Source: an optimization exercise on an open RTL-to-GDS flow (aim: small area and a short achievable clock period). Production flows keep margins and buffers that such runs may drop.
At most, simulation tests tie the RTL to the original design; equivalence was not proved.

## 12-02
==> module neuron, before the edit <==
module neuron #(
    parameter signed [15:0] BIAS = 0    
)(
    input clk,
    input [7:0] one,         
    input [7:0] two,         
    input [7:0] neg,         
    input [15:0] weight,     
    input clr,               
    output reg [15:0] logit
);
    wire [31:0] ts, tc;
    mul_tree tree (.one(one), .two(two), .neg(neg), .w(weight), .ps(ts), .pc(tc));
    reg [31:0] ps, pc, p;
    wire [32:0] p_next;
    add_bk #(.W(32)) padd (.a(ps), .b(pc), .s(p_next));
    always @(posedge clk) begin
        ps <= ts;
        pc <= tc;
        p <= p_next[31:0];
    end
    reg [31:0] acc;
    reg [17:0] tot;
    wire [32:0] s;
    add_pfx #(.W(32)) add (.a(acc), .b(p), .s(s));
    wire ovf = (acc[31] == p[31]) && (s[31] != acc[31]);
    wire [31:0] r = ovf ? {acc[31], {31{~acc[31]}}} : s[31:0];
    always @(posedge clk) begin
        acc <= clr ? 32'd0 : r;
        if (clr)
            tot <= r[31:14];
    end
    wire [18:0] u = {tot[17], tot} + {{3{BIAS[15]}}, BIAS};
    always @(posedge clk)
        logit <= (u[18:15] == 4'b0000 || u[18:15] == 4'b1111) ? u[15:0] :
                 u[18] ? 16'h8000 : 16'h7FFF;
endmodule
==> module add_pfx, before the edit <==
module add_pfx #(
    parameter W = 32
)(
    input [W-1:0] a,
    input [W-1:0] b,
    output [W:0] s
);
    localparam L = $clog2(W);
    wire [W*(L+1)-1:0] G, P;
    assign G[W-1:0] = a & b;
    assign P[W-1:0] = a ^ b;
    genvar l, i;
    generate
        for (l = 0; l < L; l = l + 1) begin : pfx
            for (i = 0; i < W; i = i + 1) begin : bt
                if ((i >> l) & 1) begin : merge
                    localparam integer J = ((i >> l) << l) - 1;
                    assign G[W*(l+1)+i] = G[W*l+i] | (P[W*l+i] & G[W*l+J]);
                    assign P[W*(l+1)+i] = P[W*l+i] & P[W*l+J];
                end else begin : pass
                    assign G[W*(l+1)+i] = G[W*l+i];
                    assign P[W*(l+1)+i] = P[W*l+i];
                end
            end
        end
    endgenerate
    assign s = {G[W*L+W-1], P[W-1:0] ^ {G[W*L+W-2:W*L], 1'b0}};
endmodule
==> module fc_head, before the edit <==
module fc_head #(
    parameter DATA_WIDTH = 16,
    parameter NUM_INPUTS = 1024,
    parameter NUM_OUTPUTS = 4
)(
    input clk,
    input rst,
    input [DATA_WIDTH-1:0] myinput,
    input [DATA_WIDTH*NUM_OUTPUTS-1:0] myweights,
    input myinputValid,
    output [DATA_WIDTH*NUM_OUTPUTS-1:0] softmax_out,
    output softmax_valid,
    output [7:0] led_control,
    output [DATA_WIDTH*NUM_OUTPUTS-1:0] logits
);
    reg [9:0] input_count;
    reg [63:0] weights;
    reg last0, last1, last2, last3, logit_valid, rst_d, clr;
    reg [7:0] b_one, b_two, b_neg;
    wire take = myinputValid && !rst;
    wire [16:0] xe = {myinput, 1'b0};
    wire [7:0] e_one, e_two, e_neg;
    genvar i;
    generate
        for (i = 0; i < 8; i = i + 1) begin : booth
            assign e_one[i] = xe[2*i+1] ^ xe[2*i];
            assign e_two[i] = (xe[2*i+2] & ~xe[2*i+1] & ~xe[2*i]) | (~xe[2*i+2] & xe[2*i+1] & xe[2*i]);
            assign e_neg[i] = xe[2*i+2];
        end
    endgenerate
    always @(posedge clk) begin
        b_one <= take ? e_one : 8'd0;
        b_two <= take ? e_two : 8'd0;
        b_neg <= take ? e_neg : 8'd0;
        weights <= myweights;
        rst_d <= rst;
        clr <= rst_d || last1;
        if (rst) begin
            input_count <= 0;
            last0 <= 0;
            last1 <= 0;
            last2 <= 0;
            last3 <= 0;
            logit_valid <= 0;
        end else begin
            if (myinputValid)
                input_count <= input_count + 1;
            last0 <= myinputValid && (input_count == NUM_INPUTS-1);
            last1 <= last0;
            last2 <= last1;
            last3 <= last2;
            logit_valid <= last3;
        end
    end
    localparam [63:0] BIASES = {16'h003C, 16'h0001, 16'hFFD1, 16'h0006};
    generate
        for (i = 0; i < NUM_OUTPUTS; i = i + 1) begin : output_layer
            neuron #(
                .BIAS(BIASES[(i+1)*DATA_WIDTH-1 -: DATA_WIDTH])
            ) neuron_output (
                .clk(clk),
                .one(b_one),
                .two(b_two),
                .neg(b_neg),
                .weight(weights[(i+1)*DATA_WIDTH-1 -: DATA_WIDTH]),
                .clr(clr),
                .logit(logits[(i+1)*DATA_WIDTH-1 -: DATA_WIDTH])
            );
        end
    endgenerate
    Softmax softmax_inst (
        .clk(clk),
        .rst(rst),
        .in(logits),
        .in_valid(logit_valid),
        .out(softmax_out),
        .valid(softmax_valid),
        .led_control(led_control)
    );
endmodule
make LEC_CHECK=0 ABC_CLOCK_PERIOD_IN_PS=1500 CAP_MARGIN=20 CORE_MARGIN=2 CORE_UTILIZATION=40 CTS_CLUSTER_DIAMETER=80 CTS_CLUSTER_SIZE=30 SETUP_SLACK_MARGIN=4.8 SLEW_MARGIN=20 finish   # period 8.0 ns
run.sh (not shown) runs the stock make flow with config.mk's settings and CLKGATE_MAP_FILE= SYNTH_SCRIPT=/design/flow/synth_recipe.tcl, a recipe that flattens the netlist after the stock synthesis.
Edits applied to the flow inputs when going from 12-02 to 08-15:
--- a/flow/design.v
+++ b/flow/design.v
@@ -20,15 +20,17 @@
         pc <= tc;
         p <= p_next[31:0];
     end
     reg [31:0] acc;
     reg [17:0] tot;
     wire [32:0] s;
-    add_pfx #(.W(32)) add (.a(acc), .b(p), .s(s));
-    wire ovf = (acc[31] == p[31]) && (s[31] != acc[31]);
-    wire [31:0] r = ovf ? {acc[31], {31{~acc[31]}}} : s[31:0];
+    wire c31;
+    add_pfx #(.W(32)) add (.a(acc), .b(p), .s(s), .cm(c31));
+    wire same = acc[31] == p[31];
+    wire ovf = same && (c31 != acc[31]);
+    wire [31:0] r = ovf ? {acc[31], {31{~acc[31]}}} : {same ? acc[31] : ~c31, s[30:0]};
     always @(posedge clk) begin
         acc <= clr ? 32'd0 : r;
         if (clr)
             tot <= r[31:14];
     end
     wire [18:0] u = {tot[17], tot} + {{3{BIAS[15]}}, BIAS};
@@ -38,16 +40,18 @@
 endmodule
 module add_pfx #(
     parameter W = 32
 )(
     input [W-1:0] a,
     input [W-1:0] b,
-    output [W:0] s
+    output [W:0] s,
+    output cm            
 );
     localparam L = $clog2(W);
     wire [W*(L+1)-1:0] G, P;
+    assign cm = G[W*L+W-2];
     assign G[W-1:0] = a & b;
     assign P[W-1:0] = a ^ b;
     genvar l, i;
     generate
         for (l = 0; l < L; l = l + 1) begin : pfx
             for (i = 0; i < W; i = i + 1) begin : bt
@@ -651,12 +655,13 @@
     output [DATA_WIDTH*NUM_OUTPUTS-1:0] logits
 );
     reg [9:0] input_count;
     reg [63:0] weights;
     reg last0, last1, last2, last3, logit_valid, rst_d, clr;
     reg [7:0] b_one, b_two, b_neg;
+    reg [7:0] b_one_n, b_two_n, b_neg_n;
     wire take = myinputValid && !rst;
     wire [16:0] xe = {myinput, 1'b0};
     wire [7:0] e_one, e_two, e_neg;
     genvar i;
     generate
         for (i = 0; i < 8; i = i + 1) begin : booth
@@ -666,12 +671,15 @@
         end
     endgenerate
     always @(posedge clk) begin
         b_one <= take ? e_one : 8'd0;
         b_two <= take ? e_two : 8'd0;
         b_neg <= take ? e_neg : 8'd0;
+        b_one_n <= ~(take ? e_one : 8'd0);
+        b_two_n <= ~(take ? e_two : 8'd0);
+        b_neg_n <= ~(take ? e_neg : 8'd0);
         weights <= myweights;
         rst_d <= rst;
         clr <= rst_d || last1;
         if (rst) begin
             input_count <= 0;
             last0 <= 0;
@@ -693,15 +701,15 @@
     generate
         for (i = 0; i < NUM_OUTPUTS; i = i + 1) begin : output_layer
             neuron #(
                 .BIAS(BIASES[(i+1)*DATA_WIDTH-1 -: DATA_WIDTH])
             ) neuron_output (
                 .clk(clk),
-                .one(b_one),
-                .two(b_two),
-                .neg(b_neg),
+                .one(i < 2 ? b_one : ~b_one_n),
+                .two(i < 2 ? b_two : ~b_two_n),
+                .neg(i < 2 ? b_neg : ~b_neg_n),
                 .weight(weights[(i+1)*DATA_WIDTH-1 -: DATA_WIDTH]),
                 .clr(clr),
                 .logit(logits[(i+1)*DATA_WIDTH-1 -: DATA_WIDTH])
             );
         end
     endgenerate
### Flow results
Of 08-15 and 12-02, 12-02 shows the higher instance count on the critical path, with 08-15 below it. From 12-02 to 08-15 the numbers moved as follows: time the final worst path needs with I/O delays and setup up 0.20 ns; area of the die up about 0.35%; final worst setup slack has decreased; wire length reported by the detailed router now sits lower; area fraction of clock buffers and clock inverters ~0 delta. The run showing the smaller sequential share of layout area is 08-15. 08-15 finished every step from synthesis to the final layout, and the layout passed the timing, DRC and antenna checks. When 08-15 is measured against 12-02, its number of filler instances in the final layout turns out 198 lower.
For 12-02, only the layout was checked, not whether the RTL still works.

-- afterwards: timing with drivers on the ports --
No port has a modelled driver above. Below, the same layouts with a new extraction and two added sets of constraints. Step 1 sets driving cells, clkbuf_16 on the clock port and buf_2 on the other inputs (assumed; they add their load-dependent delay and slew). Step 2, shift: input delay + t, output delay - t, t = (earliest + latest rising clock arrival at the registers) / 2. This alone moves slack from input paths to output paths. Slacks: ideal / step 1 / step 2; pairs: ideal / step 1.
run | t (ns) | setup slack, ns | hold slack, ns | clock arrival spread, ns
12-02 | 0.765 | 4.688 / 4.688 / 4.518 | 0.435 / 0.435 / 0.435 | 0.044 / 0.044
08-15 | 0.761 | 4.484 / 4.484 / 4.436 | 0.443 / 0.443 / 0.443 | 0.049 / 0.050
After both steps setup and hold are still met in every run listed. The setup slack of 12-02, which loses most, moves by 0.000 ns with the drivers and by -0.170 ns with both steps.
